Background: an optimization exercise with open tools, aiming at small area and a short achievable clock period. Do not read the settings as production practice. No functional check of the RTL was part of any run shown here. No activity file was given, so power comes from the tool's default toggle rates.

## flow/design.v (module list and top-level ports; edited modules follow where they fit)
// module cla32: 3 lines
// module wallace_mul: 946 lines
// module csa_fa: 4 lines
// module csa_ha: 4 lines
module wallace_mul(input [15:0] a, input [15:0] b, output [32:0] out, input clk);
  // ...
==> flow/run.sh <==
#!/bin/bash
# synth_recipe.tcl (not shown) runs the flow's synth.tcl, then flattens the netlist and writes it again
# the make line also repeats each setting of config.mk as NAME=value (left out here)
make -C /OpenROAD-flow-scripts/flow DESIGN_CONFIG=/design/flow/config.mk WORK_HOME=/design/flow/orfs CLKGATE_MAP_FILE= SYNTH_SCRIPT=/design/flow/synth_recipe.tcl finish
==> flow/config.mk <==
export PLATFORM = sky130hd
export DESIGN_NAME = wallace_mul
export DESIGN_NICKNAME = wallace_mul
export VERILOG_FILES = /design/flow/design.v
export SDC_FILE = /design/flow/constraint.sdc
export NUM_CORES = 4
export LEC_CHECK = 0
export CAP_MARGIN = 20
export CORE_MARGIN = 2
export CORE_UTILIZATION = 40
export CTS_BUF_LIST = sky130_fd_sc_hd__clkbuf_16
export CTS_CLUSTER_DIAMETER = 80
export CTS_CLUSTER_SIZE = 30
export PLACE_DENSITY = 0.6
export SETUP_SLACK_MARGIN = 2.5
export SLEW_MARGIN = 20
export SYNTH_HIERARCHICAL = 1
export SYNTH_MINIMUM_KEEP_SIZE = 0
==> flow/constraint.sdc <==
create_clock -name core_clock -period 4.4 [get_ports {clk}]
set_input_delay 0.8800 -clock core_clock [delete_from_list [all_inputs] [get_ports {clk}]]
set_output_delay 0.8800 -clock core_clock [all_outputs]
set_load 0.01 [all_outputs]
==> flow_summary_export.csv, run 1 <==
group,metric,value,unit
setup_path,worst_r2r_path_depth,3,
layout,multi_input_cells,613,
pwr,finalPower,11.4,mW
clock_network,numCtsBuffers,19,
sta,holdWs,0.320,ns
grt,antenna_found_initial,0,
logic_synthesis,async_flop_share,0,
floorplan,io_pins,66,
sta,final_max_slew_viol_count,0,
pwr,combPwrFrac,0.337,
sta,fmax,0.537,GHz
detailed_routing,drtIter0Drc,514,
setup_path,crit_type,"flip-flop to flip-flop",
setup_path,critical_path.endpoint,"q2_s14$_DFF_P_",
grt,overflow,0,
floorplan,fp.dieH,193,um
setup_path,cpMaxStageDelayCell,"dfxtp_1",
layout,fin_cells,1598,
run_status,status,"timing/DRC/antenna clean",
detailed_routing,antenna_left,0,
pwr,power_density,713,nW/um2
setup_path,cp-start-kind,"flip-flop",
logic_synthesis,synthAdderAreaFrac,0.192,
detailed_routing,wire_per_inst,17.2,um
logic_synthesis,syn_nets,1300,
layout,layout_common_cells,"dfxtp_1 (335), xnor2_1 (145), a22oi_1 (120)",
pwr,power-top-group,"sequential cells",
clock_network,ctsLongestPathBuffers,3,
layout,multiInputGateArea,6340,um2
detailed_routing,routed-via-count,7739,
logic_synthesis,yosys.area.top_type,"dfxtp_1",
==> module wallace_mul, before the edit <==
module wallace_mul(input [15:0] a, input [15:0] b, output [32:0] out, input clk);
  reg [15:0] ra1;
  wire [17:0] bx = {2'b00, b};
  wire [16:0] bl = {b, 1'b0};
  wire [7:0] e_neg, e_one, e_two;
  reg [7:0] rneg1;
  reg [7:0] rone1;
  reg [7:0] rtwo1;
  reg rb15_1;
  wire [17:0] ax = {1'b0, ra1, 1'b0};
  wire pp_0_0 = rone1[0] & ax[1];
  wire nc_0 = rneg1[0] & ~pp_0_0;
  wire pp_0_1 = ((rone1[0] & ax[2]) | (rtwo1[0] & ax[1])) ^ rneg1[0];
  wire pp_0_2 = ((rone1[0] & ax[3]) | (rtwo1[0] & ax[2])) ^ rneg1[0];
  wire pp_0_3 = ((rone1[0] & ax[4]) | (rtwo1[0] & ax[3])) ^ rneg1[0];
  wire pp_0_4 = ((rone1[0] & ax[5]) | (rtwo1[0] & ax[4])) ^ rneg1[0];
  wire pp_0_5 = ((rone1[0] & ax[6]) | (rtwo1[0] & ax[5])) ^ rneg1[0];
  wire pp_0_6 = ((rone1[0] & ax[7]) | (rtwo1[0] & ax[6])) ^ rneg1[0];
  wire pp_0_7 = ((rone1[0] & ax[8]) | (rtwo1[0] & ax[7])) ^ rneg1[0];
  wire pp_0_8 = ((rone1[0] & ax[9]) | (rtwo1[0] & ax[8])) ^ rneg1[0];
  wire pp_0_9 = ((rone1[0] & ax[10]) | (rtwo1[0] & ax[9])) ^ rneg1[0];
  wire pp_0_10 = ((rone1[0] & ax[11]) | (rtwo1[0] & ax[10])) ^ rneg1[0];
  wire pp_0_11 = ((rone1[0] & ax[12]) | (rtwo1[0] & ax[11])) ^ rneg1[0];
  wire pp_0_12 = ((rone1[0] & ax[13]) | (rtwo1[0] & ax[12])) ^ rneg1[0];
  wire pp_0_13 = ((rone1[0] & ax[14]) | (rtwo1[0] & ax[13])) ^ rneg1[0];
  wire pp_0_14 = ((rone1[0] & ax[15]) | (rtwo1[0] & ax[14])) ^ rneg1[0];
  wire pp_0_15 = ((rone1[0] & ax[16]) | (rtwo1[0] & ax[15])) ^ rneg1[0];
  wire pp_0_16 = ((rone1[0] & ax[17]) | (rtwo1[0] & ax[16])) ^ rneg1[0];
  wire pp_1_0 = rone1[1] & ax[1];
  wire nc_1 = rneg1[1] & ~pp_1_0;
  wire pp_1_1 = ((rone1[1] & ax[2]) | (rtwo1[1] & ax[1])) ^ rneg1[1];
  wire pp_1_2 = ((rone1[1] & ax[3]) | (rtwo1[1] & ax[2])) ^ rneg1[1];
  wire pp_1_3 = ((rone1[1] & ax[4]) | (rtwo1[1] & ax[3])) ^ rneg1[1];
  wire pp_1_4 = ((rone1[1] & ax[5]) | (rtwo1[1] & ax[4])) ^ rneg1[1];
  wire pp_1_5 = ((rone1[1] & ax[6]) | (rtwo1[1] & ax[5])) ^ rneg1[1];
  wire pp_1_6 = ((rone1[1] & ax[7]) | (rtwo1[1] & ax[6])) ^ rneg1[1];
  wire pp_1_7 = ((rone1[1] & ax[8]) | (rtwo1[1] & ax[7])) ^ rneg1[1];
  wire pp_1_8 = ((rone1[1] & ax[9]) | (rtwo1[1] & ax[8])) ^ rneg1[1];
  wire pp_1_9 = ((rone1[1] & ax[10]) | (rtwo1[1] & ax[9])) ^ rneg1[1];
  wire pp_1_10 = ((rone1[1] & ax[11]) | (rtwo1[1] & ax[10])) ^ rneg1[1];
  wire pp_1_11 = ((rone1[1] & ax[12]) | (rtwo1[1] & ax[11])) ^ rneg1[1];
  wire pp_1_12 = ((rone1[1] & ax[13]) | (rtwo1[1] & ax[12])) ^ rneg1[1];
  wire pp_1_13 = ((rone1[1] & ax[14]) | (rtwo1[1] & ax[13])) ^ rneg1[1];
  wire pp_1_14 = ((rone1[1] & ax[15]) | (rtwo1[1] & ax[14])) ^ rneg1[1];
  wire pp_1_15 = ((rone1[1] & ax[16]) | (rtwo1[1] & ax[15])) ^ rneg1[1];
  wire pp_1_16 = ((rone1[1] & ax[17]) | (rtwo1[1] & ax[16])) ^ rneg1[1];
  wire pp_2_0 = rone1[2] & ax[1];
  wire nc_2 = rneg1[2] & ~pp_2_0;
  wire pp_2_1 = ((rone1[2] & ax[2]) | (rtwo1[2] & ax[1])) ^ rneg1[2];
  wire pp_2_2 = ((rone1[2] & ax[3]) | (rtwo1[2] & ax[2])) ^ rneg1[2];
  wire pp_2_3 = ((rone1[2] & ax[4]) | (rtwo1[2] & ax[3])) ^ rneg1[2];
  wire pp_2_4 = ((rone1[2] & ax[5]) | (rtwo1[2] & ax[4])) ^ rneg1[2];
  wire pp_2_5 = ((rone1[2] & ax[6]) | (rtwo1[2] & ax[5])) ^ rneg1[2];
  wire pp_2_6 = ((rone1[2] & ax[7]) | (rtwo1[2] & ax[6])) ^ rneg1[2];
  wire pp_2_7 = ((rone1[2] & ax[8]) | (rtwo1[2] & ax[7])) ^ rneg1[2];
  wire pp_2_8 = ((rone1[2] & ax[9]) | (rtwo1[2] & ax[8])) ^ rneg1[2];
  wire pp_2_9 = ((rone1[2] & ax[10]) | (rtwo1[2] & ax[9])) ^ rneg1[2];
  wire pp_2_10 = ((rone1[2] & ax[11]) | (rtwo1[2] & ax[10])) ^ rneg1[2];
  wire pp_2_11 = ((rone1[2] & ax[12]) | (rtwo1[2] & ax[11])) ^ rneg1[2];
  wire pp_2_12 = ((rone1[2] & ax[13]) | (rtwo1[2] & ax[12])) ^ rneg1[2];
  wire pp_2_13 = ((rone1[2] & ax[14]) | (rtwo1[2] & ax[13])) ^ rneg1[2];
  wire pp_2_14 = ((rone1[2] & ax[15]) | (rtwo1[2] & ax[14])) ^ rneg1[2];
  wire pp_2_15 = ((rone1[2] & ax[16]) | (rtwo1[2] & ax[15])) ^ rneg1[2];
  wire pp_2_16 = ((rone1[2] & ax[17]) | (rtwo1[2] & ax[16])) ^ rneg1[2];
  wire pp_3_0 = rone1[3] & ax[1];
  wire nc_3 = rneg1[3] & ~pp_3_0;
  wire pp_3_1 = ((rone1[3] & ax[2]) | (rtwo1[3] & ax[1])) ^ rneg1[3];
  wire pp_3_2 = ((rone1[3] & ax[3]) | (rtwo1[3] & ax[2])) ^ rneg1[3];
  wire pp_3_3 = ((rone1[3] & ax[4]) | (rtwo1[3] & ax[3])) ^ rneg1[3];
  wire pp_3_4 = ((rone1[3] & ax[5]) | (rtwo1[3] & ax[4])) ^ rneg1[3];
  wire pp_3_5 = ((rone1[3] & ax[6]) | (rtwo1[3] & ax[5])) ^ rneg1[3];
  wire pp_3_6 = ((rone1[3] & ax[7]) | (rtwo1[3] & ax[6])) ^ rneg1[3];
  wire pp_3_7 = ((rone1[3] & ax[8]) | (rtwo1[3] & ax[7])) ^ rneg1[3];
  wire pp_3_8 = ((rone1[3] & ax[9]) | (rtwo1[3] & ax[8])) ^ rneg1[3];
  wire pp_3_9 = ((rone1[3] & ax[10]) | (rtwo1[3] & ax[9])) ^ rneg1[3];
  wire pp_3_10 = ((rone1[3] & ax[11]) | (rtwo1[3] & ax[10])) ^ rneg1[3];
  wire pp_3_11 = ((rone1[3] & ax[12]) | (rtwo1[3] & ax[11])) ^ rneg1[3];
  wire pp_3_12 = ((rone1[3] & ax[13]) | (rtwo1[3] & ax[12])) ^ rneg1[3];
  wire pp_3_13 = ((rone1[3] & ax[14]) | (rtwo1[3] & ax[13])) ^ rneg1[3];
  wire pp_3_14 = ((rone1[3] & ax[15]) | (rtwo1[3] & ax[14])) ^ rneg1[3];
  wire pp_3_15 = ((rone1[3] & ax[16]) | (rtwo1[3] & ax[15])) ^ rneg1[3];
  wire pp_3_16 = ((rone1[3] & ax[17]) | (rtwo1[3] & ax[16])) ^ rneg1[3];
  wire pp_4_0 = rone1[4] & ax[1];
  wire nc_4 = rneg1[4] & ~pp_4_0;
  wire pp_4_1 = ((rone1[4] & ax[2]) | (rtwo1[4] & ax[1])) ^ rneg1[4];
  wire pp_4_2 = ((rone1[4] & ax[3]) | (rtwo1[4] & ax[2])) ^ rneg1[4];
  wire pp_4_3 = ((rone1[4] & ax[4]) | (rtwo1[4] & ax[3])) ^ rneg1[4];
  wire pp_4_4 = ((rone1[4] & ax[5]) | (rtwo1[4] & ax[4])) ^ rneg1[4];
  wire pp_4_5 = ((rone1[4] & ax[6]) | (rtwo1[4] & ax[5])) ^ rneg1[4];
  wire pp_4_6 = ((rone1[4] & ax[7]) | (rtwo1[4] & ax[6])) ^ rneg1[4];
  wire pp_4_7 = ((rone1[4] & ax[8]) | (rtwo1[4] & ax[7])) ^ rneg1[4];
  wire pp_4_8 = ((rone1[4] & ax[9]) | (rtwo1[4] & ax[8])) ^ rneg1[4];
  wire pp_4_9 = ((rone1[4] & ax[10]) | (rtwo1[4] & ax[9])) ^ rneg1[4];
  wire pp_4_10 = ((rone1[4] & ax[11]) | (rtwo1[4] & ax[10])) ^ rneg1[4];
  wire pp_4_11 = ((rone1[4] & ax[12]) | (rtwo1[4] & ax[11])) ^ rneg1[4];
  wire pp_4_12 = ((rone1[4] & ax[13]) | (rtwo1[4] & ax[12])) ^ rneg1[4];
  wire pp_4_13 = ((rone1[4] & ax[14]) | (rtwo1[4] & ax[13])) ^ rneg1[4];
  wire pp_4_14 = ((rone1[4] & ax[15]) | (rtwo1[4] & ax[14])) ^ rneg1[4];
  wire pp_4_15 = ((rone1[4] & ax[16]) | (rtwo1[4] & ax[15])) ^ rneg1[4];
  wire pp_4_16 = ((rone1[4] & ax[17]) | (rtwo1[4] & ax[16])) ^ rneg1[4];
  wire pp_5_0 = rone1[5] & ax[1];
  wire nc_5 = rneg1[5] & ~pp_5_0;
  wire pp_5_1 = ((rone1[5] & ax[2]) | (rtwo1[5] & ax[1])) ^ rneg1[5];
  wire pp_5_2 = ((rone1[5] & ax[3]) | (rtwo1[5] & ax[2])) ^ rneg1[5];
  wire pp_5_3 = ((rone1[5] & ax[4]) | (rtwo1[5] & ax[3])) ^ rneg1[5];
  wire pp_5_4 = ((rone1[5] & ax[5]) | (rtwo1[5] & ax[4])) ^ rneg1[5];
  wire pp_5_5 = ((rone1[5] & ax[6]) | (rtwo1[5] & ax[5])) ^ rneg1[5];
  wire pp_5_6 = ((rone1[5] & ax[7]) | (rtwo1[5] & ax[6])) ^ rneg1[5];
  wire pp_5_7 = ((rone1[5] & ax[8]) | (rtwo1[5] & ax[7])) ^ rneg1[5];
  wire pp_5_8 = ((rone1[5] & ax[9]) | (rtwo1[5] & ax[8])) ^ rneg1[5];
  wire pp_5_9 = ((rone1[5] & ax[10]) | (rtwo1[5] & ax[9])) ^ rneg1[5];
  wire pp_5_10 = ((rone1[5] & ax[11]) | (rtwo1[5] & ax[10])) ^ rneg1[5];
  wire pp_5_11 = ((rone1[5] & ax[12]) | (rtwo1[5] & ax[11])) ^ rneg1[5];
  wire pp_5_12 = ((rone1[5] & ax[13]) | (rtwo1[5] & ax[12])) ^ rneg1[5];
  wire pp_5_13 = ((rone1[5] & ax[14]) | (rtwo1[5] & ax[13])) ^ rneg1[5];
  wire pp_5_14 = ((rone1[5] & ax[15]) | (rtwo1[5] & ax[14])) ^ rneg1[5];
  wire pp_5_15 = ((rone1[5] & ax[16]) | (rtwo1[5] & ax[15])) ^ rneg1[5];
  wire pp_5_16 = ((rone1[5] & ax[17]) | (rtwo1[5] & ax[16])) ^ rneg1[5];
  wire pp_6_0 = rone1[6] & ax[1];
  wire nc_6 = rneg1[6] & ~pp_6_0;
  wire pp_6_1 = ((rone1[6] & ax[2]) | (rtwo1[6] & ax[1])) ^ rneg1[6];
  wire pp_6_2 = ((rone1[6] & ax[3]) | (rtwo1[6] & ax[2])) ^ rneg1[6];
  wire pp_6_3 = ((rone1[6] & ax[4]) | (rtwo1[6] & ax[3])) ^ rneg1[6];
  wire pp_6_4 = ((rone1[6] & ax[5]) | (rtwo1[6] & ax[4])) ^ rneg1[6];
  wire pp_6_5 = ((rone1[6] & ax[6]) | (rtwo1[6] & ax[5])) ^ rneg1[6];
  wire pp_6_6 = ((rone1[6] & ax[7]) | (rtwo1[6] & ax[6])) ^ rneg1[6];
  wire pp_6_7 = ((rone1[6] & ax[8]) | (rtwo1[6] & ax[7])) ^ rneg1[6];
  wire pp_6_8 = ((rone1[6] & ax[9]) | (rtwo1[6] & ax[8])) ^ rneg1[6];
  wire pp_6_9 = ((rone1[6] & ax[10]) | (rtwo1[6] & ax[9])) ^ rneg1[6];
  wire pp_6_10 = ((rone1[6] & ax[11]) | (rtwo1[6] & ax[10])) ^ rneg1[6];
  wire pp_6_11 = ((rone1[6] & ax[12]) | (rtwo1[6] & ax[11])) ^ rneg1[6];
  wire pp_6_12 = ((rone1[6] & ax[13]) | (rtwo1[6] & ax[12])) ^ rneg1[6];
  wire pp_6_13 = ((rone1[6] & ax[14]) | (rtwo1[6] & ax[13])) ^ rneg1[6];
  wire pp_6_14 = ((rone1[6] & ax[15]) | (rtwo1[6] & ax[14])) ^ rneg1[6];
  wire pp_6_15 = ((rone1[6] & ax[16]) | (rtwo1[6] & ax[15])) ^ rneg1[6];
  wire pp_6_16 = ((rone1[6] & ax[17]) | (rtwo1[6] & ax[16])) ^ rneg1[6];
  wire pp_7_0 = rone1[7] & ax[1];
  wire nc_7 = rneg1[7] & ~pp_7_0;
  wire pp_7_1 = ((rone1[7] & ax[2]) | (rtwo1[7] & ax[1])) ^ rneg1[7];
  wire pp_7_2 = ((rone1[7] & ax[3]) | (rtwo1[7] & ax[2])) ^ rneg1[7];
  wire pp_7_3 = ((rone1[7] & ax[4]) | (rtwo1[7] & ax[3])) ^ rneg1[7];
  wire pp_7_4 = ((rone1[7] & ax[5]) | (rtwo1[7] & ax[4])) ^ rneg1[7];
  wire pp_7_5 = ((rone1[7] & ax[6]) | (rtwo1[7] & ax[5])) ^ rneg1[7];
  wire pp_7_6 = ((rone1[7] & ax[7]) | (rtwo1[7] & ax[6])) ^ rneg1[7];
  wire pp_7_7 = ((rone1[7] & ax[8]) | (rtwo1[7] & ax[7])) ^ rneg1[7];
  wire pp_7_8 = ((rone1[7] & ax[9]) | (rtwo1[7] & ax[8])) ^ rneg1[7];
  wire pp_7_9 = ((rone1[7] & ax[10]) | (rtwo1[7] & ax[9])) ^ rneg1[7];
  wire pp_7_10 = ((rone1[7] & ax[11]) | (rtwo1[7] & ax[10])) ^ rneg1[7];
  wire pp_7_11 = ((rone1[7] & ax[12]) | (rtwo1[7] & ax[11])) ^ rneg1[7];
  wire pp_7_12 = ((rone1[7] & ax[13]) | (rtwo1[7] & ax[12])) ^ rneg1[7];
  wire pp_7_13 = ((rone1[7] & ax[14]) | (rtwo1[7] & ax[13])) ^ rneg1[7];
  wire pp_7_14 = ((rone1[7] & ax[15]) | (rtwo1[7] & ax[14])) ^ rneg1[7];
  wire pp_7_15 = ((rone1[7] & ax[16]) | (rtwo1[7] & ax[15])) ^ rneg1[7];
  wire pp_7_16 = ((rone1[7] & ax[17]) | (rtwo1[7] & ax[16])) ^ rneg1[7];
  wire pp_8_0 = ra1[0] & rb15_1;
  wire pp_8_1 = ra1[1] & rb15_1;
  wire pp_8_2 = ra1[2] & rb15_1;
  wire pp_8_3 = ra1[3] & rb15_1;
  wire pp_8_4 = ra1[4] & rb15_1;
  wire pp_8_5 = ra1[5] & rb15_1;
  wire pp_8_6 = ra1[6] & rb15_1;
  wire pp_8_7 = ra1[7] & rb15_1;
  wire pp_8_8 = ra1[8] & rb15_1;
  wire pp_8_9 = ra1[9] & rb15_1;
  wire pp_8_10 = ra1[10] & rb15_1;
  wire pp_8_11 = ra1[11] & rb15_1;
  wire pp_8_12 = ra1[12] & rb15_1;
  wire pp_8_13 = ra1[13] & rb15_1;
  wire pp_8_14 = ra1[14] & rb15_1;
  wire pp_8_15 = ra1[15] & rb15_1;
  wire s1, c1;
  wire s2, c2;
  wire s3, c3;
  wire s4, c4;
  wire s5, c5;
  wire s6, c6;
  wire s7, c7;
  wire s8, c8;
  wire s9, c9;
  wire s10, c10;
  wire s11, c11;
  wire s12, c12;
  wire s13, c13;
  wire s14, c14;
  wire s15, c15;
  wire s16, c16;
  wire s17, c17;
  wire s18, c18;
  wire s19, c19;
  wire s20, c20;
  wire s21, c21;
  wire s22, c22;
  wire s23, c23;
  wire s24, c24;
  wire s25, c25;
  wire s26, c26;
  wire s27, c27;
  wire s28, c28;
  wire s29, c29;
  wire s30, c30;
  wire s31, c31;
  wire s32, c32;
  wire s33, c33;
  wire s34, c34;
  wire s35, c35;
  wire s36, c36;
  wire s37, c37;
  wire s38, c38;
  wire s39, c39;
  wire s40, c40;
  wire s41, c41;
  wire s42, c42;
  wire s43, c43;
  wire s44, c44;
  wire s45, c45;
  wire s46, c46;
  wire s47, c47;
  wire s48, c48;
  wire s49, c49;
  wire s50, c50;
  reg q2_pp_0_0;
  reg q2_nc_0;
  reg q2_pp_0_1;
  reg q2_pp_0_2;
  reg q2_pp_1_0;
  reg q2_s1;
  reg q2_c1;
  reg q2_s2;
  reg q2_c2;
  reg q2_s3;
  reg q2_pp_2_1;
  reg q2_c3;
  reg q2_s4;
  reg q2_pp_3_0;
  reg q2_c4;
  reg q2_s5;
  reg q2_nc_3;
  reg q2_pp_3_1;
  reg q2_c5;
  reg q2_s6;
  reg q2_pp_3_2;
  reg q2_pp_4_0;
  reg q2_c6;
  reg q2_s7;
  reg q2_s8;
  reg q2_c7;
  reg q2_c8;
  reg q2_s9;
  reg q2_s10;
  reg q2_c9;
  reg q2_c10;
  reg q2_s11;
  reg q2_s12;
  reg q2_pp_5_1;
  reg q2_c11;
  reg q2_c12;
  reg q2_s13;
  reg q2_s14;
  reg q2_pp_6_0;
  reg q2_c13;
  reg q2_c14;
  reg q2_s15;
  reg q2_s16;
  reg q2_nc_6;
  reg q2_pp_6_1;
  reg q2_c15;
  reg q2_c16;
  reg q2_s17;
  reg q2_s18;
  reg q2_pp_6_2;
  reg q2_pp_7_0;
  reg q2_c17;
  reg q2_c18;
  reg q2_s19;
  reg q2_s20;
  reg q2_s21;
  reg q2_c19;
  reg q2_c20;
  reg q2_c21;
  reg q2_s22;
  reg q2_s23;
  reg q2_s24;
  reg q2_c22;
  reg q2_c23;
  reg q2_c24;
  reg q2_s25;
  reg q2_s26;
  reg q2_s27;
  reg q2_c25;
  reg q2_c26;
  reg q2_c27;
  reg q2_s28;
  reg q2_s29;
  reg q2_s30;
  reg q2_c28;
  reg q2_c29;
  reg q2_c30;
  reg q2_s31;
  reg q2_s32;
  reg q2_s33;
  reg q2_c31;
  reg q2_c32;
  reg q2_c33;
  reg q2_s34;
  reg q2_s35;
  reg q2_s36;
  reg q2_c34;
  reg q2_c35;
  reg q2_c36;
  reg q2_s37;
  reg q2_s38;
  reg q2_pp_8_5;
  reg q2_c37;
  reg q2_c38;
  reg q2_s39;
  reg q2_s40;
  reg q2_pp_8_6;
  reg q2_c39;
  reg q2_c40;
  reg q2_s41;
  reg q2_s42;
  reg q2_c41;
  reg q2_c42;
  reg q2_s43;
  reg q2_s44;
  reg q2_c43;
  reg q2_c44;
  reg q2_s45;
  reg q2_pp_7_11;
  reg q2_pp_8_9;
  reg q2_c45;
  reg q2_s46;
  reg q2_pp_7_12;
  reg q2_pp_8_10;
  reg q2_c46;
  reg q2_s47;
  reg q2_pp_8_11;
  reg q2_c47;
  reg q2_s48;
  reg q2_pp_8_12;
  reg q2_c48;
  reg q2_s49;
  reg q2_c49;
  reg q2_s50;
  reg q2_c50;
  reg q2_nrneg1_7;
  reg q2_pp_8_15;
  wire s51, c51;
  wire s52, c52;
  wire s53, c53;
  wire s54, c54;
  wire s55, c55;
  wire s56, c56;
  wire s57, c57;
  wire s58, c58;
  wire s59, c59;
  wire s60, c60;
  wire s61, c61;
  wire s62, c62;
  wire s63, c63;
  wire s64, c64;
  wire s65, c65;
  wire s66, c66;
  wire s67, c67;
  wire s68, c68;
  wire s69, c69;
  wire s70, c70;
  wire s71, c71;
  wire s72, c72;
  wire s73, c73;
  wire s74, c74;
  wire s75, c75;
  wire s76, c76;
  wire s77, c77;
  wire s78, c78;
  wire s79, c79;
  wire s80, c80;
  wire s81, c81;
  wire s82, c82;
  wire s83, c83;
  wire s84, c84;
  wire s85, c85;
  wire s86, c86;
  wire s87, c87;
  wire s88, c88;
  wire s89, c89;
  wire s90, c90;
  wire s91, c91;
  wire s92, c92;
  wire s93, c93;
  wire s94, c94;
  wire s95, c95;
  wire s96, c96;
  wire s97, c97;
  wire s98, c98;
  wire s99, c99;
  wire s100, c100;
  wire s101, c101;
  wire s102, c102;
  wire s103, c103;
  wire s104, c104;
  wire s105, c105;
  reg q3_q2_pp_0_0;
  reg q3_q2_nc_0;
  reg q3_q2_pp_0_1;
  reg q3_q2_pp_0_2;
  reg q3_q2_pp_1_0;
  reg q3_q2_s1;
  reg q3_q2_c1;
  reg q3_q2_s2;
  reg q3_s51;
  reg q3_c51;
  reg q3_s52;
  reg q3_s86;
  reg q3_c86;
  reg q3_s87;
  reg q3_c87;
  reg q3_c54;
  reg q3_s55;
  reg q3_s88;
  reg q3_c88;
  reg q3_s89;
  reg q3_q2_pp_5_1;
  reg q3_c89;
  reg q3_s90;
  reg q3_q2_pp_6_0;
  reg q3_c90;
  reg q3_s91;
  reg q3_c91;
  reg q3_s92;
  reg q3_s62;
  reg q3_c92;
  reg q3_s93;
  reg q3_s64;
  reg q3_c93;
  reg q3_s94;
  reg q3_s66;
  reg q3_c94;
  reg q3_s95;
  reg q3_s68;
  reg q3_c95;
  reg q3_s96;
  reg q3_s70;
  reg q3_c96;
  reg q3_s97;
  reg q3_s72;
  reg q3_c97;
  reg q3_s98;
  reg q3_s74;
  reg q3_c98;
  reg q3_s99;
  reg q3_s76;
  reg q3_c99;
  reg q3_s100;
  reg q3_s78;
  reg q3_c100;
  reg q3_s101;
  reg q3_q2_s42;
  reg q3_c101;
  reg q3_s102;
  reg q3_c102;
  reg q3_s103;
  reg q3_q2_pp_8_9;
  reg q3_c103;
  reg q3_s104;
  reg q3_c104;
  reg q3_c82;
  reg q3_s83;
  reg q3_c83;
  reg q3_s84;
  reg q3_s105;
  reg q3_c105;
  reg q3_q2_c49;
  reg q3_q2_s50;
  reg q3_s85;
  wire s106, c106;
  wire s107, c107;
  wire s108, c108;
  wire s109, c109;
  wire s110, c110;
  wire s111, c111;
  wire s112, c112;
  wire s113, c113;
  wire s114, c114;
  wire s115, c115;
  wire s116, c116;
  wire s117, c117;
  wire s118, c118;
  wire s119, c119;
  wire s120, c120;
  wire s121, c121;
  wire s122, c122;
  wire s123, c123;
  wire s124, c124;
  wire s125, c125;
  wire [12:0] lx = {c107, s107, c106, s106, q3_c86, q3_s86, q3_c51, q3_s51, q3_q2_c1, q3_q2_s1, q3_q2_pp_0_2, q3_q2_nc_0, q3_q2_pp_0_0};
  wire [12:0] ly = {s108, 1'b0, q3_s88, 1'b0, q3_s87, 1'b0, q3_s52, 1'b0, q3_q2_s2, 1'b0, q3_q2_pp_1_0, q3_q2_pp_0_1, 1'b0};
  wire [13:0] lsum = lx + ly;
  reg [13:0] lo4;
  reg q4_c108;
  reg q4_s109;
  reg q4_c109;
  reg q4_s110;
  reg q4_c110;
  reg q4_s111;
  reg q4_c111;
  reg q4_s112;
  reg q4_c112;
  reg q4_s113;
  reg q4_c113;
  reg q4_s114;
  reg q4_c114;
  reg q4_s115;
  reg q4_c115;
  reg q4_s116;
  reg q4_c116;
  reg q4_s117;
  reg q4_c117;
  reg q4_s118;
  reg q4_c118;
  reg q4_s119;
  reg q4_c119;
  reg q4_s120;
  reg q4_c120;
  reg q4_s121;
  reg q4_c121;
  reg q4_s122;
  reg q4_c122;
  reg q4_s123;
  reg q4_c123;
  reg q4_s124;
  reg q4_c124;
  reg q4_q3_s105;
  reg q4_s125;
  reg q4_c125;
  reg q4_q3_s85;
  wire [18:0] hx = {q4_c125, q4_s125, q4_c124, q4_c123, q4_c122, q4_c121, q4_c120, q4_c119, q4_c118, q4_c117, q4_c116, q4_c115, q4_c114, q4_c113, q4_c112, q4_c111, q4_c110, q4_c109, q4_c108};
  wire [18:0] hy = {q4_q3_s85, 1'b0, q4_q3_s105, q4_s124, q4_s123, q4_s122, q4_s121, q4_s120, q4_s119, q4_s118, q4_s117, q4_s116, q4_s115, q4_s114, q4_s113, q4_s112, q4_s111, q4_s110, q4_s109};
  wire [19:0] hsum = {hx, lo4[13]} + {hy, lo4[13]};
  wire [32:0] fs = {1'b0, hsum[19:1], lo4[12:0]};
  reg [31:0] p5;
  reg [31:0] p6;
  reg [31:0] p7;
  always @(posedge clk) ra1 <= a;
  assign e_neg[0] = bx[1];
  assign e_one[0] = bx[0] ^ bl[0];
  assign e_two[0] = (bx[1] & ~bx[0] & ~bl[0]) | (~bx[1] & bx[0] & bl[0]);
  assign e_neg[1] = bx[3];
  assign e_one[1] = bx[2] ^ bl[2];
  assign e_two[1] = (bx[3] & ~bx[2] & ~bl[2]) | (~bx[3] & bx[2] & bl[2]);
  assign e_neg[2] = bx[5];
  assign e_one[2] = bx[4] ^ bl[4];
  assign e_two[2] = (bx[5] & ~bx[4] & ~bl[4]) | (~bx[5] & bx[4] & bl[4]);
  assign e_neg[3] = bx[7];
  assign e_one[3] = bx[6] ^ bl[6];
  assign e_two[3] = (bx[7] & ~bx[6] & ~bl[6]) | (~bx[7] & bx[6] & bl[6]);
  assign e_neg[4] = bx[9];
  assign e_one[4] = bx[8] ^ bl[8];
  assign e_two[4] = (bx[9] & ~bx[8] & ~bl[8]) | (~bx[9] & bx[8] & bl[8]);
  assign e_neg[5] = bx[11];
  assign e_one[5] = bx[10] ^ bl[10];
  assign e_two[5] = (bx[11] & ~bx[10] & ~bl[10]) | (~bx[11] & bx[10] & bl[10]);
  assign e_neg[6] = bx[13];
  assign e_one[6] = bx[12] ^ bl[12];
  assign e_two[6] = (bx[13] & ~bx[12] & ~bl[12]) | (~bx[13] & bx[12] & bl[12]);
  assign e_neg[7] = bx[15];
  assign e_one[7] = bx[14] ^ bl[14];
  assign e_two[7] = (bx[15] & ~bx[14] & ~bl[14]) | (~bx[15] & bx[14] & bl[14]);
  always @(posedge clk) rneg1 <= e_neg;
  always @(posedge clk) rone1 <= e_one;
  always @(posedge clk) rtwo1 <= e_two;
  always @(posedge clk) rb15_1 <= b[15];
  csa_fa u_s1(.x(pp_0_3), .y(nc_1), .z(pp_1_1), .s(s1), .c(c1));
  csa_fa u_s2(.x(pp_0_4), .y(pp_1_2), .z(pp_2_0), .s(s2), .c(c2));
  csa_fa u_s3(.x(pp_0_5), .y(pp_1_3), .z(nc_2), .s(s3), .c(c3));
  csa_fa u_s4(.x(pp_0_6), .y(pp_1_4), .z(pp_2_2), .s(s4), .c(c4));
  csa_fa u_s5(.x(pp_0_7), .y(pp_1_5), .z(pp_2_3), .s(s5), .c(c5));
  csa_fa u_s6(.x(pp_0_8), .y(pp_1_6), .z(pp_2_4), .s(s6), .c(c6));
  csa_fa u_s7(.x(pp_0_9), .y(pp_1_7), .z(pp_2_5), .s(s7), .c(c7));
  csa_fa u_s8(.x(pp_3_3), .y(nc_4), .z(pp_4_1), .s(s8), .c(c8));
  csa_fa u_s9(.x(pp_0_10), .y(pp_1_8), .z(pp_2_6), .s(s9), .c(c9));
  csa_fa u_s10(.x(pp_3_4), .y(pp_4_2), .z(pp_5_0), .s(s10), .c(c10));
  csa_fa u_s11(.x(pp_0_11), .y(pp_1_9), .z(pp_2_7), .s(s11), .c(c11));
  csa_fa u_s12(.x(pp_3_5), .y(pp_4_3), .z(nc_5), .s(s12), .c(c12));
  csa_fa u_s13(.x(pp_0_12), .y(pp_1_10), .z(pp_2_8), .s(s13), .c(c13));
  csa_fa u_s14(.x(pp_3_6), .y(pp_4_4), .z(pp_5_2), .s(s14), .c(c14));
  csa_fa u_s15(.x(pp_0_13), .y(pp_1_11), .z(pp_2_9), .s(s15), .c(c15));
  csa_fa u_s16(.x(pp_3_7), .y(pp_4_5), .z(pp_5_3), .s(s16), .c(c16));
  csa_fa u_s17(.x(pp_0_14), .y(pp_1_12), .z(pp_2_10), .s(s17), .c(c17));
  csa_fa u_s18(.x(pp_3_8), .y(pp_4_6), .z(pp_5_4), .s(s18), .c(c18));
  csa_fa u_s19(.x(pp_0_15), .y(pp_1_13), .z(pp_2_11), .s(s19), .c(c19));
  csa_fa u_s20(.x(pp_3_9), .y(pp_4_7), .z(pp_5_5), .s(s20), .c(c20));
  csa_fa u_s21(.x(pp_6_3), .y(nc_7), .z(pp_7_1), .s(s21), .c(c21));
  csa_fa u_s22(.x(pp_0_16), .y(pp_1_14), .z(pp_2_12), .s(s22), .c(c22));
  csa_fa u_s23(.x(pp_3_10), .y(pp_4_8), .z(pp_5_6), .s(s23), .c(c23));
  csa_fa u_s24(.x(pp_6_4), .y(pp_7_2), .z(pp_8_0), .s(s24), .c(c24));
  csa_fa u_s25(.x(rneg1[0]), .y(pp_1_15), .z(pp_2_13), .s(s25), .c(c25));
  csa_fa u_s26(.x(pp_3_11), .y(pp_4_9), .z(pp_5_7), .s(s26), .c(c26));
  csa_fa u_s27(.x(pp_6_5), .y(pp_7_3), .z(pp_8_1), .s(s27), .c(c27));
  csa_fa u_s28(.x(rneg1[0]), .y(pp_1_16), .z(pp_2_14), .s(s28), .c(c28));
  csa_fa u_s29(.x(pp_3_12), .y(pp_4_10), .z(pp_5_8), .s(s29), .c(c29));
  csa_fa u_s30(.x(pp_6_6), .y(pp_7_4), .z(pp_8_2), .s(s30), .c(c30));
  csa_fa u_s31(.x(~rneg1[0]), .y(~rneg1[1]), .z(pp_2_15), .s(s31), .c(c31));
  csa_fa u_s32(.x(pp_3_13), .y(pp_4_11), .z(pp_5_9), .s(s32), .c(c32));
  csa_fa u_s33(.x(pp_6_7), .y(pp_7_5), .z(pp_8_3), .s(s33), .c(c33));
  assign s34 = ~(pp_2_16 ^ pp_3_14);
  assign c34 = pp_2_16 | pp_3_14;
  csa_fa u_s35(.x(pp_4_12), .y(pp_5_10), .z(pp_6_8), .s(s35), .c(c35));
  csa_ha u_s36(.x(pp_7_6), .y(pp_8_4), .s(s36), .c(c36));
  csa_fa u_s37(.x(~rneg1[2]), .y(pp_3_15), .z(pp_4_13), .s(s37), .c(c37));
  csa_fa u_s38(.x(pp_5_11), .y(pp_6_9), .z(pp_7_7), .s(s38), .c(c38));
  assign s39 = ~(pp_3_16 ^ pp_4_14);
  assign c39 = pp_3_16 | pp_4_14;
  csa_fa u_s40(.x(pp_5_12), .y(pp_6_10), .z(pp_7_8), .s(s40), .c(c40));
  csa_fa u_s41(.x(~rneg1[3]), .y(pp_4_15), .z(pp_5_13), .s(s41), .c(c41));
  csa_fa u_s42(.x(pp_6_11), .y(pp_7_9), .z(pp_8_7), .s(s42), .c(c42));
  assign s43 = ~(pp_4_16 ^ pp_5_14);
  assign c43 = pp_4_16 | pp_5_14;
  csa_fa u_s44(.x(pp_6_12), .y(pp_7_10), .z(pp_8_8), .s(s44), .c(c44));
  csa_fa u_s45(.x(~rneg1[4]), .y(pp_5_15), .z(pp_6_13), .s(s45), .c(c45));
  assign s46 = ~(pp_5_16 ^ pp_6_14);
  assign c46 = pp_5_16 | pp_6_14;
  csa_fa u_s47(.x(~rneg1[5]), .y(pp_6_15), .z(pp_7_13), .s(s47), .c(c47));
  assign s48 = ~(pp_6_16 ^ pp_7_14);
  assign c48 = pp_6_16 | pp_7_14;
  csa_fa u_s49(.x(~rneg1[6]), .y(pp_7_15), .z(pp_8_13), .s(s49), .c(c49));
  assign s50 = ~(pp_7_16 ^ pp_8_14);
  assign c50 = pp_7_16 | pp_8_14;
  always @(posedge clk) q2_pp_0_0 <= pp_0_0;
  always @(posedge clk) q2_nc_0 <= nc_0;
  always @(posedge clk) q2_pp_0_1 <= pp_0_1;
  always @(posedge clk) q2_pp_0_2 <= pp_0_2;
  always @(posedge clk) q2_pp_1_0 <= pp_1_0;
  always @(posedge clk) q2_s1 <= s1;
  always @(posedge clk) q2_c1 <= c1;
  always @(posedge clk) q2_s2 <= s2;
  always @(posedge clk) q2_c2 <= c2;
  always @(posedge clk) q2_s3 <= s3;
  always @(posedge clk) q2_pp_2_1 <= pp_2_1;
  always @(posedge clk) q2_c3 <= c3;
  always @(posedge clk) q2_s4 <= s4;
  always @(posedge clk) q2_pp_3_0 <= pp_3_0;
  always @(posedge clk) q2_c4 <= c4;
  always @(posedge clk) q2_s5 <= s5;
  always @(posedge clk) q2_nc_3 <= nc_3;
  always @(posedge clk) q2_pp_3_1 <= pp_3_1;
  always @(posedge clk) q2_c5 <= c5;
  always @(posedge clk) q2_s6 <= s6;
  always @(posedge clk) q2_pp_3_2 <= pp_3_2;
  always @(posedge clk) q2_pp_4_0 <= pp_4_0;
  always @(posedge clk) q2_c6 <= c6;
  always @(posedge clk) q2_s7 <= s7;
  always @(posedge clk) q2_s8 <= s8;
  always @(posedge clk) q2_c7 <= c7;
  always @(posedge clk) q2_c8 <= c8;
  always @(posedge clk) q2_s9 <= s9;
  always @(posedge clk) q2_s10 <= s10;
  always @(posedge clk) q2_c9 <= c9;
  always @(posedge clk) q2_c10 <= c10;
  always @(posedge clk) q2_s11 <= s11;
  always @(posedge clk) q2_s12 <= s12;
  always @(posedge clk) q2_pp_5_1 <= pp_5_1;
  always @(posedge clk) q2_c11 <= c11;
  always @(posedge clk) q2_c12 <= c12;
  always @(posedge clk) q2_s13 <= s13;
  always @(posedge clk) q2_s14 <= s14;
  always @(posedge clk) q2_pp_6_0 <= pp_6_0;
  always @(posedge clk) q2_c13 <= c13;
  always @(posedge clk) q2_c14 <= c14;
  always @(posedge clk) q2_s15 <= s15;
  always @(posedge clk) q2_s16 <= s16;
  always @(posedge clk) q2_nc_6 <= nc_6;
  always @(posedge clk) q2_pp_6_1 <= pp_6_1;
  always @(posedge clk) q2_c15 <= c15;
  always @(posedge clk) q2_c16 <= c16;
  always @(posedge clk) q2_s17 <= s17;
  always @(posedge clk) q2_s18 <= s18;
  always @(posedge clk) q2_pp_6_2 <= pp_6_2;
  always @(posedge clk) q2_pp_7_0 <= pp_7_0;
  always @(posedge clk) q2_c17 <= c17;
  always @(posedge clk) q2_c18 <= c18;
  always @(posedge clk) q2_s19 <= s19;
  always @(posedge clk) q2_s20 <= s20;
  always @(posedge clk) q2_s21 <= s21;
  always @(posedge clk) q2_c19 <= c19;
  always @(posedge clk) q2_c20 <= c20;
  always @(posedge clk) q2_c21 <= c21;
  always @(posedge clk) q2_s22 <= s22;
  always @(posedge clk) q2_s23 <= s23;
  always @(posedge clk) q2_s24 <= s24;
  always @(posedge clk) q2_c22 <= c22;
  always @(posedge clk) q2_c23 <= c23;
  always @(posedge clk) q2_c24 <= c24;
  always @(posedge clk) q2_s25 <= s25;
  always @(posedge clk) q2_s26 <= s26;
  always @(posedge clk) q2_s27 <= s27;
  always @(posedge clk) q2_c25 <= c25;
  always @(posedge clk) q2_c26 <= c26;
  always @(posedge clk) q2_c27 <= c27;
  always @(posedge clk) q2_s28 <= s28;
  always @(posedge clk) q2_s29 <= s29;
  always @(posedge clk) q2_s30 <= s30;
  always @(posedge clk) q2_c28 <= c28;
  always @(posedge clk) q2_c29 <= c29;
  always @(posedge clk) q2_c30 <= c30;
  always @(posedge clk) q2_s31 <= s31;
  always @(posedge clk) q2_s32 <= s32;
  always @(posedge clk) q2_s33 <= s33;
  always @(posedge clk) q2_c31 <= c31;
  always @(posedge clk) q2_c32 <= c32;
  always @(posedge clk) q2_c33 <= c33;
  always @(posedge clk) q2_s34 <= s34;
  always @(posedge clk) q2_s35 <= s35;
  always @(posedge clk) q2_s36 <= s36;
  always @(posedge clk) q2_c34 <= c34;
  always @(posedge clk) q2_c35 <= c35;
  always @(posedge clk) q2_c36 <= c36;
  always @(posedge clk) q2_s37 <= s37;
  always @(posedge clk) q2_s38 <= s38;
  always @(posedge clk) q2_pp_8_5 <= pp_8_5;
  always @(posedge clk) q2_c37 <= c37;
  always @(posedge clk) q2_c38 <= c38;
  always @(posedge clk) q2_s39 <= s39;
  always @(posedge clk) q2_s40 <= s40;
  always @(posedge clk) q2_pp_8_6 <= pp_8_6;
  always @(posedge clk) q2_c39 <= c39;
  always @(posedge clk) q2_c40 <= c40;
  always @(posedge clk) q2_s41 <= s41;
  always @(posedge clk) q2_s42 <= s42;
  always @(posedge clk) q2_c41 <= c41;
  always @(posedge clk) q2_c42 <= c42;
  always @(posedge clk) q2_s43 <= s43;
  always @(posedge clk) q2_s44 <= s44;
  always @(posedge clk) q2_c43 <= c43;
  always @(posedge clk) q2_c44 <= c44;
  always @(posedge clk) q2_s45 <= s45;
  always @(posedge clk) q2_pp_7_11 <= pp_7_11;
  always @(posedge clk) q2_pp_8_9 <= pp_8_9;
  always @(posedge clk) q2_c45 <= c45;
  always @(posedge clk) q2_s46 <= s46;
  always @(posedge clk) q2_pp_7_12 <= pp_7_12;
  always @(posedge clk) q2_pp_8_10 <= pp_8_10;
  always @(posedge clk) q2_c46 <= c46;
  always @(posedge clk) q2_s47 <= s47;
  always @(posedge clk) q2_pp_8_11 <= pp_8_11;
  always @(posedge clk) q2_c47 <= c47;
  always @(posedge clk) q2_s48 <= s48;
  always @(posedge clk) q2_pp_8_12 <= pp_8_12;
  always @(posedge clk) q2_c48 <= c48;
  always @(posedge clk) q2_s49 <= s49;
  always @(posedge clk) q2_c49 <= c49;
  always @(posedge clk) q2_s50 <= s50;
  always @(posedge clk) q2_c50 <= c50;
  always @(posedge clk) q2_nrneg1_7 <= ~rneg1[7];
  always @(posedge clk) q2_pp_8_15 <= pp_8_15;
  csa_fa u_s51(.x(q2_c2), .y(q2_s3), .z(q2_pp_2_1), .s(s51), .c(c51));
  csa_fa u_s52(.x(q2_c3), .y(q2_s4), .z(q2_pp_3_0), .s(s52), .c(c52));
  csa_fa u_s53(.x(q2_c4), .y(q2_s5), .z(q2_nc_3), .s(s53), .c(c53));
  csa_fa u_s54(.x(q2_c5), .y(q2_s6), .z(q2_pp_3_2), .s(s54), .c(c54));
  csa_fa u_s55(.x(q2_c6), .y(q2_s7), .z(q2_s8), .s(s55), .c(c55));
  csa_fa u_s56(.x(q2_c7), .y(q2_c8), .z(q2_s9), .s(s56), .c(c56));
  csa_fa u_s57(.x(q2_c9), .y(q2_c10), .z(q2_s11), .s(s57), .c(c57));
  csa_fa u_s58(.x(q2_c11), .y(q2_c12), .z(q2_s13), .s(s58), .c(c58));
  csa_fa u_s59(.x(q2_c13), .y(q2_c14), .z(q2_s15), .s(s59), .c(c59));
  csa_fa u_s60(.x(q2_s16), .y(q2_nc_6), .z(q2_pp_6_1), .s(s60), .c(c60));
  csa_fa u_s61(.x(q2_c15), .y(q2_c16), .z(q2_s17), .s(s61), .c(c61));
  csa_fa u_s62(.x(q2_s18), .y(q2_pp_6_2), .z(q2_pp_7_0), .s(s62), .c(c62));
  csa_fa u_s63(.x(q2_c17), .y(q2_c18), .z(q2_s19), .s(s63), .c(c63));
  csa_ha u_s64(.x(q2_s20), .y(q2_s21), .s(s64), .c(c64));
  csa_fa u_s65(.x(q2_c19), .y(q2_c20), .z(q2_c21), .s(s65), .c(c65));
  csa_fa u_s66(.x(q2_s22), .y(q2_s23), .z(q2_s24), .s(s66), .c(c66));
  csa_fa u_s67(.x(q2_c22), .y(q2_c23), .z(q2_c24), .s(s67), .c(c67));
  csa_fa u_s68(.x(q2_s25), .y(q2_s26), .z(q2_s27), .s(s68), .c(c68));
  csa_fa u_s69(.x(q2_c25), .y(q2_c26), .z(q2_c27), .s(s69), .c(c69));
  csa_fa u_s70(.x(q2_s28), .y(q2_s29), .z(q2_s30), .s(s70), .c(c70));
  csa_fa u_s71(.x(q2_c28), .y(q2_c29), .z(q2_c30), .s(s71), .c(c71));
  csa_fa u_s72(.x(q2_s31), .y(q2_s32), .z(q2_s33), .s(s72), .c(c72));
  csa_fa u_s73(.x(q2_c31), .y(q2_c32), .z(q2_c33), .s(s73), .c(c73));
  csa_fa u_s74(.x(q2_s34), .y(q2_s35), .z(q2_s36), .s(s74), .c(c74));
  csa_fa u_s75(.x(q2_c34), .y(q2_c35), .z(q2_c36), .s(s75), .c(c75));
  csa_fa u_s76(.x(q2_s37), .y(q2_s38), .z(q2_pp_8_5), .s(s76), .c(c76));
  csa_fa u_s77(.x(q2_c37), .y(q2_c38), .z(q2_s39), .s(s77), .c(c77));
  csa_ha u_s78(.x(q2_s40), .y(q2_pp_8_6), .s(s78), .c(c78));
  csa_fa u_s79(.x(q2_c39), .y(q2_c40), .z(q2_s41), .s(s79), .c(c79));
  csa_fa u_s80(.x(q2_c41), .y(q2_c42), .z(q2_s43), .s(s80), .c(c80));
  csa_fa u_s81(.x(q2_c43), .y(q2_c44), .z(q2_s45), .s(s81), .c(c81));
  csa_fa u_s82(.x(q2_c45), .y(q2_s46), .z(q2_pp_7_12), .s(s82), .c(c82));
  csa_fa u_s83(.x(q2_c46), .y(q2_s47), .z(q2_pp_8_11), .s(s83), .c(c83));
  csa_fa u_s84(.x(q2_c47), .y(q2_s48), .z(q2_pp_8_12), .s(s84), .c(c84));
  csa_fa u_s85(.x(q2_c50), .y(q2_nrneg1_7), .z(q2_pp_8_15), .s(s85), .c(c85));
  csa_fa u_s86(.x(c52), .y(s53), .z(q2_pp_3_1), .s(s86), .c(c86));
  csa_fa u_s87(.x(c53), .y(s54), .z(q2_pp_4_0), .s(s87), .c(c87));
  csa_fa u_s88(.x(c55), .y(s56), .z(q2_s10), .s(s88), .c(c88));
  csa_fa u_s89(.x(c56), .y(s57), .z(q2_s12), .s(s89), .c(c89));
  csa_fa u_s90(.x(c57), .y(s58), .z(q2_s14), .s(s90), .c(c90));
  csa_fa u_s91(.x(c58), .y(s59), .z(s60), .s(s91), .c(c91));
  csa_fa u_s92(.x(c59), .y(c60), .z(s61), .s(s92), .c(c92));
  csa_fa u_s93(.x(c61), .y(c62), .z(s63), .s(s93), .c(c93));
  csa_fa u_s94(.x(c63), .y(c64), .z(s65), .s(s94), .c(c94));
  csa_fa u_s95(.x(c65), .y(c66), .z(s67), .s(s95), .c(c95));
  csa_fa u_s96(.x(c67), .y(c68), .z(s69), .s(s96), .c(c96));
  csa_fa u_s97(.x(c69), .y(c70), .z(s71), .s(s97), .c(c97));
  csa_fa u_s98(.x(c71), .y(c72), .z(s73), .s(s98), .c(c98));
  csa_fa u_s99(.x(c73), .y(c74), .z(s75), .s(s99), .c(c99));
  csa_fa u_s100(.x(c75), .y(c76), .z(s77), .s(s100), .c(c100));
  csa_fa u_s101(.x(c77), .y(c78), .z(s79), .s(s101), .c(c101));
  csa_fa u_s102(.x(c79), .y(s80), .z(q2_s44), .s(s102), .c(c102));
  csa_fa u_s103(.x(c80), .y(s81), .z(q2_pp_7_11), .s(s103), .c(c103));
  csa_fa u_s104(.x(c81), .y(s82), .z(q2_pp_8_10), .s(s104), .c(c104));
  csa_fa u_s105(.x(c84), .y(q2_c48), .z(q2_s49), .s(s105), .c(c105));
  always @(posedge clk) q3_q2_pp_0_0 <= q2_pp_0_0;
  always @(posedge clk) q3_q2_nc_0 <= q2_nc_0;
  always @(posedge clk) q3_q2_pp_0_1 <= q2_pp_0_1;
  always @(posedge clk) q3_q2_pp_0_2 <= q2_pp_0_2;
  always @(posedge clk) q3_q2_pp_1_0 <= q2_pp_1_0;
  always @(posedge clk) q3_q2_s1 <= q2_s1;
  always @(posedge clk) q3_q2_c1 <= q2_c1;
  always @(posedge clk) q3_q2_s2 <= q2_s2;
  always @(posedge clk) q3_s51 <= s51;
  always @(posedge clk) q3_c51 <= c51;
  always @(posedge clk) q3_s52 <= s52;
  always @(posedge clk) q3_s86 <= s86;
  always @(posedge clk) q3_c86 <= c86;
  always @(posedge clk) q3_s87 <= s87;
  always @(posedge clk) q3_c87 <= c87;
  always @(posedge clk) q3_c54 <= c54;
  always @(posedge clk) q3_s55 <= s55;
  always @(posedge clk) q3_s88 <= s88;
  always @(posedge clk) q3_c88 <= c88;
  always @(posedge clk) q3_s89 <= s89;
  always @(posedge clk) q3_q2_pp_5_1 <= q2_pp_5_1;
  always @(posedge clk) q3_c89 <= c89;
  always @(posedge clk) q3_s90 <= s90;
  always @(posedge clk) q3_q2_pp_6_0 <= q2_pp_6_0;
  always @(posedge clk) q3_c90 <= c90;
  always @(posedge clk) q3_s91 <= s91;
  always @(posedge clk) q3_c91 <= c91;
  always @(posedge clk) q3_s92 <= s92;
  always @(posedge clk) q3_s62 <= s62;
  always @(posedge clk) q3_c92 <= c92;
  always @(posedge clk) q3_s93 <= s93;
  always @(posedge clk) q3_s64 <= s64;
  always @(posedge clk) q3_c93 <= c93;
  always @(posedge clk) q3_s94 <= s94;
  always @(posedge clk) q3_s66 <= s66;
  always @(posedge clk) q3_c94 <= c94;
  always @(posedge clk) q3_s95 <= s95;
  always @(posedge clk) q3_s68 <= s68;
  always @(posedge clk) q3_c95 <= c95;
  always @(posedge clk) q3_s96 <= s96;
  always @(posedge clk) q3_s70 <= s70;
  always @(posedge clk) q3_c96 <= c96;
  always @(posedge clk) q3_s97 <= s97;
  always @(posedge clk) q3_s72 <= s72;
  always @(posedge clk) q3_c97 <= c97;
  always @(posedge clk) q3_s98 <= s98;
  always @(posedge clk) q3_s74 <= s74;
  always @(posedge clk) q3_c98 <= c98;
  always @(posedge clk) q3_s99 <= s99;
  always @(posedge clk) q3_s76 <= s76;
  always @(posedge clk) q3_c99 <= c99;
  always @(posedge clk) q3_s100 <= s100;
  always @(posedge clk) q3_s78 <= s78;
  always @(posedge clk) q3_c100 <= c100;
  always @(posedge clk) q3_s101 <= s101;
  always @(posedge clk) q3_q2_s42 <= q2_s42;
  always @(posedge clk) q3_c101 <= c101;
  always @(posedge clk) q3_s102 <= s102;
  always @(posedge clk) q3_c102 <= c102;
  always @(posedge clk) q3_s103 <= s103;
  always @(posedge clk) q3_q2_pp_8_9 <= q2_pp_8_9;
  always @(posedge clk) q3_c103 <= c103;
  always @(posedge clk) q3_s104 <= s104;
  always @(posedge clk) q3_c104 <= c104;
  always @(posedge clk) q3_c82 <= c82;
  always @(posedge clk) q3_s83 <= s83;
  always @(posedge clk) q3_c83 <= c83;
  always @(posedge clk) q3_s84 <= s84;
  always @(posedge clk) q3_s105 <= s105;
  always @(posedge clk) q3_c105 <= c105;
  always @(posedge clk) q3_q2_c49 <= q2_c49;
  always @(posedge clk) q3_q2_s50 <= q2_s50;
  always @(posedge clk) q3_s85 <= s85;
  csa_fa u_s106(.x(q3_c87), .y(q3_c54), .z(q3_s55), .s(s106), .c(c106));
  csa_fa u_s107(.x(q3_c88), .y(q3_s89), .z(q3_q2_pp_5_1), .s(s107), .c(c107));
  csa_fa u_s108(.x(q3_c89), .y(q3_s90), .z(q3_q2_pp_6_0), .s(s108), .c(c108));
  csa_ha u_s109(.x(q3_c90), .y(q3_s91), .s(s109), .c(c109));
  csa_fa u_s110(.x(q3_c91), .y(q3_s92), .z(q3_s62), .s(s110), .c(c110));
  csa_fa u_s111(.x(q3_c92), .y(q3_s93), .z(q3_s64), .s(s111), .c(c111));
  csa_fa u_s112(.x(q3_c93), .y(q3_s94), .z(q3_s66), .s(s112), .c(c112));
  csa_fa u_s113(.x(q3_c94), .y(q3_s95), .z(q3_s68), .s(s113), .c(c113));
  csa_fa u_s114(.x(q3_c95), .y(q3_s96), .z(q3_s70), .s(s114), .c(c114));
  csa_fa u_s115(.x(q3_c96), .y(q3_s97), .z(q3_s72), .s(s115), .c(c115));
  csa_fa u_s116(.x(q3_c97), .y(q3_s98), .z(q3_s74), .s(s116), .c(c116));
  csa_fa u_s117(.x(q3_c98), .y(q3_s99), .z(q3_s76), .s(s117), .c(c117));
  csa_fa u_s118(.x(q3_c99), .y(q3_s100), .z(q3_s78), .s(s118), .c(c118));
  csa_fa u_s119(.x(q3_c100), .y(q3_s101), .z(q3_q2_s42), .s(s119), .c(c119));
  csa_ha u_s120(.x(q3_c101), .y(q3_s102), .s(s120), .c(c120));
  csa_fa u_s121(.x(q3_c102), .y(q3_s103), .z(q3_q2_pp_8_9), .s(s121), .c(c121));
  csa_ha u_s122(.x(q3_c103), .y(q3_s104), .s(s122), .c(c122));
  csa_fa u_s123(.x(q3_c104), .y(q3_c82), .z(q3_s83), .s(s123), .c(c123));
  csa_ha u_s124(.x(q3_c83), .y(q3_s84), .s(s124), .c(c124));
  csa_fa u_s125(.x(q3_c105), .y(q3_q2_c49), .z(q3_q2_s50), .s(s125), .c(c125));
  always @(posedge clk) lo4 <= lsum;
  always @(posedge clk) q4_c108 <= c108;
  always @(posedge clk) q4_s109 <= s109;
  always @(posedge clk) q4_c109 <= c109;
  always @(posedge clk) q4_s110 <= s110;
  always @(posedge clk) q4_c110 <= c110;
  always @(posedge clk) q4_s111 <= s111;
  always @(posedge clk) q4_c111 <= c111;
  always @(posedge clk) q4_s112 <= s112;
  always @(posedge clk) q4_c112 <= c112;
  always @(posedge clk) q4_s113 <= s113;
  always @(posedge clk) q4_c113 <= c113;
  always @(posedge clk) q4_s114 <= s114;
  always @(posedge clk) q4_c114 <= c114;
  always @(posedge clk) q4_s115 <= s115;
  always @(posedge clk) q4_c115 <= c115;
  always @(posedge clk) q4_s116 <= s116;
  always @(posedge clk) q4_c116 <= c116;
  always @(posedge clk) q4_s117 <= s117;
  always @(posedge clk) q4_c117 <= c117;
  always @(posedge clk) q4_s118 <= s118;
  always @(posedge clk) q4_c118 <= c118;
  always @(posedge clk) q4_s119 <= s119;
  always @(posedge clk) q4_c119 <= c119;
  always @(posedge clk) q4_s120 <= s120;
  always @(posedge clk) q4_c120 <= c120;
  always @(posedge clk) q4_s121 <= s121;
  always @(posedge clk) q4_c121 <= c121;
  always @(posedge clk) q4_s122 <= s122;
  always @(posedge clk) q4_c122 <= c122;
  always @(posedge clk) q4_s123 <= s123;
  always @(posedge clk) q4_c123 <= c123;
  always @(posedge clk) q4_s124 <= s124;
  always @(posedge clk) q4_c124 <= c124;
  always @(posedge clk) q4_q3_s105 <= q3_s105;
  always @(posedge clk) q4_s125 <= s125;
  always @(posedge clk) q4_c125 <= c125;
  always @(posedge clk) q4_q3_s85 <= q3_s85;
  always @(posedge clk) p5 <= fs[31:0];
  always @(posedge clk) p6 <= p5;
  always @(posedge clk) p7 <= p6;
  assign out = {1'b0, p7};
endmodule
==> run 2, diff against run 1 <==
--- a/flow/design.v
+++ b/flow/design.v
@@ -496,10 +496,13 @@
   wire s123, c123;
   wire s124, c124;
   wire s125, c125;
-  wire [12:0] lx = {c107, s107, c106, s106, q3_c86, q3_s86, q3_c51, q3_s51, q3_q2_c1, q3_q2_s1, q3_q2_pp_0_2, q3_q2_nc_0, q3_q2_pp_0_0};
-  wire [12:0] ly = {s108, 1'b0, q3_s88, 1'b0, q3_s87, 1'b0, q3_s52, 1'b0, q3_q2_s2, 1'b0, q3_q2_pp_1_0, q3_q2_pp_0_1, 1'b0};
-  wire [13:0] lsum = lx + ly;
-  reg [13:0] lo4;
+  wire [10:0] lx = {c106, s106, q3_c86, q3_s86, q3_c51, q3_s51, q3_q2_c1, q3_q2_s1, q3_q2_pp_0_2, q3_q2_nc_0, q3_q2_pp_0_0};
+  wire [10:0] ly = {q3_s88, 1'b0, q3_s87, 1'b0, q3_s52, 1'b0, q3_q2_s2, 1'b0, q3_q2_pp_1_0, q3_q2_pp_0_1, 1'b0};
+  wire [11:0] lsum = lx + ly;
+  reg [11:0] lo4;
+  reg q4_s107;
+  reg q4_c107;
+  reg q4_s108;
   reg q4_c108;
   reg q4_s109;
   reg q4_c109;
@@ -537,10 +540,10 @@
   reg q4_s125;
   reg q4_c125;
   reg q4_q3_s85;
-  wire [18:0] hx = {q4_c125, q4_s125, q4_c124, q4_c123, q4_c122, q4_c121, q4_c120, q4_c119, q4_c118, q4_c117, q4_c116, q4_c115, q4_c114, q4_c113, q4_c112, q4_c111, q4_c110, q4_c109, q4_c108};
-  wire [18:0] hy = {q4_q3_s85, 1'b0, q4_q3_s105, q4_s124, q4_s123, q4_s122, q4_s121, q4_s120, q4_s119, q4_s118, q4_s117, q4_s116, q4_s115, q4_s114, q4_s113, q4_s112, q4_s111, q4_s110, q4_s109};
-  wire [19:0] hsum = {hx, lo4[13]} + {hy, lo4[13]};
-  wire [32:0] fs = {1'b0, hsum[19:1], lo4[12:0]};
+  wire [20:0] hx = {q4_c125, q4_s125, q4_c124, q4_c123, q4_c122, q4_c121, q4_c120, q4_c119, q4_c118, q4_c117, q4_c116, q4_c115, q4_c114, q4_c113, q4_c112, q4_c111, q4_c110, q4_c109, q4_c108, q4_c107, q4_s107};
+  wire [20:0] hy = {q4_q3_s85, 1'b0, q4_q3_s105, q4_s124, q4_s123, q4_s122, q4_s121, q4_s120, q4_s119, q4_s118, q4_s117, q4_s116, q4_s115, q4_s114, q4_s113, q4_s112, q4_s111, q4_s110, q4_s109, q4_s108, 1'b0};
+  wire [21:0] hsum = {hx, lo4[11]} + {hy, lo4[11]};
+  wire [32:0] fs = {1'b0, hsum[21:1], lo4[10:0]};
   reg [31:0] p5;
   reg [31:0] p6;
   reg [31:0] p7;
@@ -905,6 +908,9 @@
   csa_ha u_s124(.x(q3_c83), .y(q3_s84), .s(s124), .c(c124));
   csa_fa u_s125(.x(q3_c105), .y(q3_q2_c49), .z(q3_q2_s50), .s(s125), .c(c125));
   always @(posedge clk) lo4 <= lsum;
+  always @(posedge clk) q4_s107 <= s107;
+  always @(posedge clk) q4_c107 <= c107;
+  always @(posedge clk) q4_s108 <= s108;
   always @(posedge clk) q4_c108 <= c108;
   always @(posedge clk) q4_s109 <= s109;
   always @(posedge clk) q4_c109 <= c109;
==> flow_summary_export.csv, run 2 <==
group,metric,value,unit
clock_network,ctsLongestPathBuffers,3,
worst_hold_path,hold_end,"p7[1]$_DFF_P_",
logic_synthesis,synth-seq-cells,388,
floorplan,core,35300,um2
logic_synthesis,syn_nets,1287,
sta,layout_worst_path_cycle_share,0.428,
layout,fin_cells,1582,
logic_synthesis,ys.flop_type,"dfxtp_1",
sta,holdWs,0.326,ns
sta,slew_headroom,0.521,
detailed_routing,wl,27000,um
job,maxCapViolations,0,
setup_path,crit_arrival,2.34,ns
floorplan,die_width,193,um
grt,grt_pass1_vias,7517,
sta,fmax,0.531,GHz
layout,mostFrequentLayoutCell,"dfxtp_1",
pwr,combPwrFrac,0.324,
clock_network,clock_latency,0.53,ns
clock_network,clock-sinks,388,
detailed_routing,drc,0,
setup_path,end_kind,"flip-flop",
pwr,clock_power_share,0.178,
setup_path,worst_r2r_path_depth,7,
clock_network,root_buffer,"clkbuf_16",
layout,fin_nets,1295,
pwr,power_density,700,nW/um2
grt,grt_max_degree,32,
pwr,peakVddDrop,0.357,mV
sta,setup_viol,0,
logic_synthesis,synth.yosys.seq_area_share,0.544,
logic_synthesis,synth_cells,1103,
setup_path,cp-start-kind,"flip-flop",
floorplan,die-area,37200,um2
sta,timing.setup.tns,0,ns
logic_synthesis,yosysTopAreaCellShare,0.544,
clock_network,ctsHoldBuffers,0,
grt,overflow,0,
detailed_routing,wire_per_inst,17.0,um
worst_hold_path,worstHoldStart,"p6[1]$_DFF_P_",
detailed_routing,antenna_left,0,
logic_synthesis,yosys.area.top_type,"dfxtp_1",
pwr,intPower,7.46,mW
layout,layout_common_cells,"dfxtp_1 (351), xnor2_1 (146), a22oi_1 (120)",
floorplan,start_util,0.404,
detailed_routing,first_pass_iters,5,
worst_hold_path,hp-class,"flip-flop to flip-flop",
logic_synthesis,synth_common_cells,"dfxtp_1 (388), xnor2_1 (146), a22oi_1 (120)",
floorplan,rows,69,
pwr,finalPower,11.1,mW
sta,grt_setup_unrepaired,"true",
place,routabilityCongestion,0.841,
place,dpl.hpwl,18500,um
setup_path,worstPathRequired,4.86,ns
clock_network,cts_tree,"yes",
sta,hold_violations,0,
logic_synthesis,yosysMostFrequentCell,"dfxtp_1",
clock_network,numCtsBuffers,19,
setup_path,path_max_fanout,3,
floorplan,fp.dieH,193,um
logic_synthesis,syn_area_per_cell,12.9,um2
detailed_routing,viasPerCell,4.77,
place,dp.cells,1547,
detailed_routing,routed-via-count,7545,
sta,period_needed,1.88,ns
clock_network,htree_levels,1,
setup_path,crit_type,"flip-flop to flip-flop",
logic_synthesis,synth_area,14300,um2
pwr,power_switching_share,0.327,
sta,tightest_slew,0.717,ns
detailed_routing,drtIter0Drc,553,
floorplan,io_pins,66,
pwr,switching_power,3.63,mW
run_status,status,"timing/DRC/antenna clean",
sta,fin_skew,0.0318,ns
clock_network,clk_pin_slew,0.10,ns
layout,reg_top3,"p5: 32 flops, p6: 32 flops, p7: 32 flops",
setup_path,timing.rr.start,"q4_c107$_DFF_P_",
worst_hold_path,worstHoldPathCells,0,
layout,area_growth,11.1,%
logic_synthesis,synthTopCellsByArea,"dfxtp_1 (54%), fa_1 (16%), xnor2_1 (9.0%)",
setup_path,r2r_end,"p5[28]$_DFF_P_",
grt,antenna_found_initial,1,
grt,grt_usage,0.146,
logic_synthesis,ys_types,48,
setup_path,ff2ff_setup_slack,2.52,ns
grt,grt_pass1_wl,41700,um
place,io_buffers,64,
layout,drive_gt1_frac,0.121,
pwr,p_leak,6.17,nW
logic_synthesis,synth_edf_count,0,
sta,final_max_slew_viol_count,0,
pwr,pwr-share-seq,0.498,
logic_synthesis,ys.warnings.count,7,
logic_synthesis,async_flop_share,0,
==> run 2: power groups by stage <==
stage | Combinational (mW) | Clock [mW] | Sequential, mW
finish | 3.60 | 1.98 | 5.52
global placement | 3.49 | 0 | 5.58
global route | 4.07 | 2.21 | 5.67
floorplan | 2.39 | 0 | 5.42
CTS | 3.49 | 2.07 | 5.53
detailed placement | 3.51 | 0 | 5.61
==> run 2: per-layer routing <==
layer,global-route usage,part of all wire
met5,0,0
met1,0.207,0.49
met4,0.0496,0.025
met3,0.0262,0.056
met2,0.225,0.43
==> run 2: layout make-up <==
class,instances,area (um2)
Inverter,23,86.3
Fill cell,3196,19500
Clock buffer,19,475
Antenna cell,1,2.50
Sequential cell,388,7810
Timing Repair Buffer,72,553
Clock inverter,11,115
Tap cell,461,577
Multi-Input combinational cell,607,6230
==> run 2: worst max-delay path by stage <==
| stage | from | end | slack (ns) | depth (start not counted) |
|---|---|---|---|---|
| 2_1_floorplan | q4_c109$_DFF_P_ | p5[29]$_DFF_P_ | 2.52 | 7 |
| 3_3_place_gp | ra1[10]$_DFF_P_ | q2_s35$_DFF_P_ | 2.34 | 3 |
| 3_5_place_dp | q3_q2_nc_0$_DFF_P_ | lo4[11]$_DFF_P_ | 2.36 | 6 |
| 4_1_cts | p7[29]$_DFF_P_ | out[29] | 2.39 | 1 |
| 5_1_grt | q4_c115$_DFF_P_ | p5[31]$_DFF_P_ | 2.45 | 7 |
| 6_report | q4_c107$_DFF_P_ | p5[28]$_DFF_P_ | 2.52 | 7 |
==> run 2: Yosys stat by module (local to each module, per instance) <==
module       cells  cell area, um2
csa_ha           1            12.5
wallace_mul    984           11900
csa_fa           1            20.0
==> run 2: timing repair <==
action,4_1_cts,5_1_grt
gates resized for setup,158,39
setup endpoints to repair,85,62
buffers inserted,1,3
pin swaps,3,12
endpoints found under the hold margin,0,0
==> run 2: through the flow <==
step                instance area, um2  utilization  worst slack (ns)
floorplan                        14300            -              2.52
global placement                 15200        0.430              2.34
detailed placement               15200        0.430              2.36
CTS                              15700        0.445              2.39
global route                     15800        0.449              2.45
finish                           15800        0.449              2.52
==> run 2: cells by family (layout without fill, tap and decap cells) <==
| kind of cell | count (synthesis) | in the layout | synth area share |
|---|---|---|---|
| multiplexers | 3 | 3 | 0.00228 |
| other | 1 | 2 | 0.000263 |
| flip-flops | 388 | 388 | 0.544 |
| AO/OA/AOI/OAI | 194 | 194 | 0.0976 |
| buffers and inverters | 108 | 125 | 0.0289 |
| XOR/XNOR | 161 | 161 | 0.0988 |
| adder cells (fa/ha/maj) | 151 | 151 | 0.192 |
| AND/OR/NAND/NOR | 97 | 97 | 0.0359 |
==> run 2: worst max-delay path, stage by stage, from the launching register on <==
cell	delay, ns
dfxtp_1	0.33
ha_2	0.33
a21o_1	0.13
nand4_1	0.21
a21oi_4	0.26
o21ai_2	0.11
o31ai_2	0.26
xor2_1	0.19

Check on run 2: ideal ports give 2.517 ns setup slack; a clkbuf_16 on the clock port and buf_2 on the inputs give 2.499 ns; moving port delays by the midpoint clock arrival (0.571 ns) as well gives 2.517 ns.
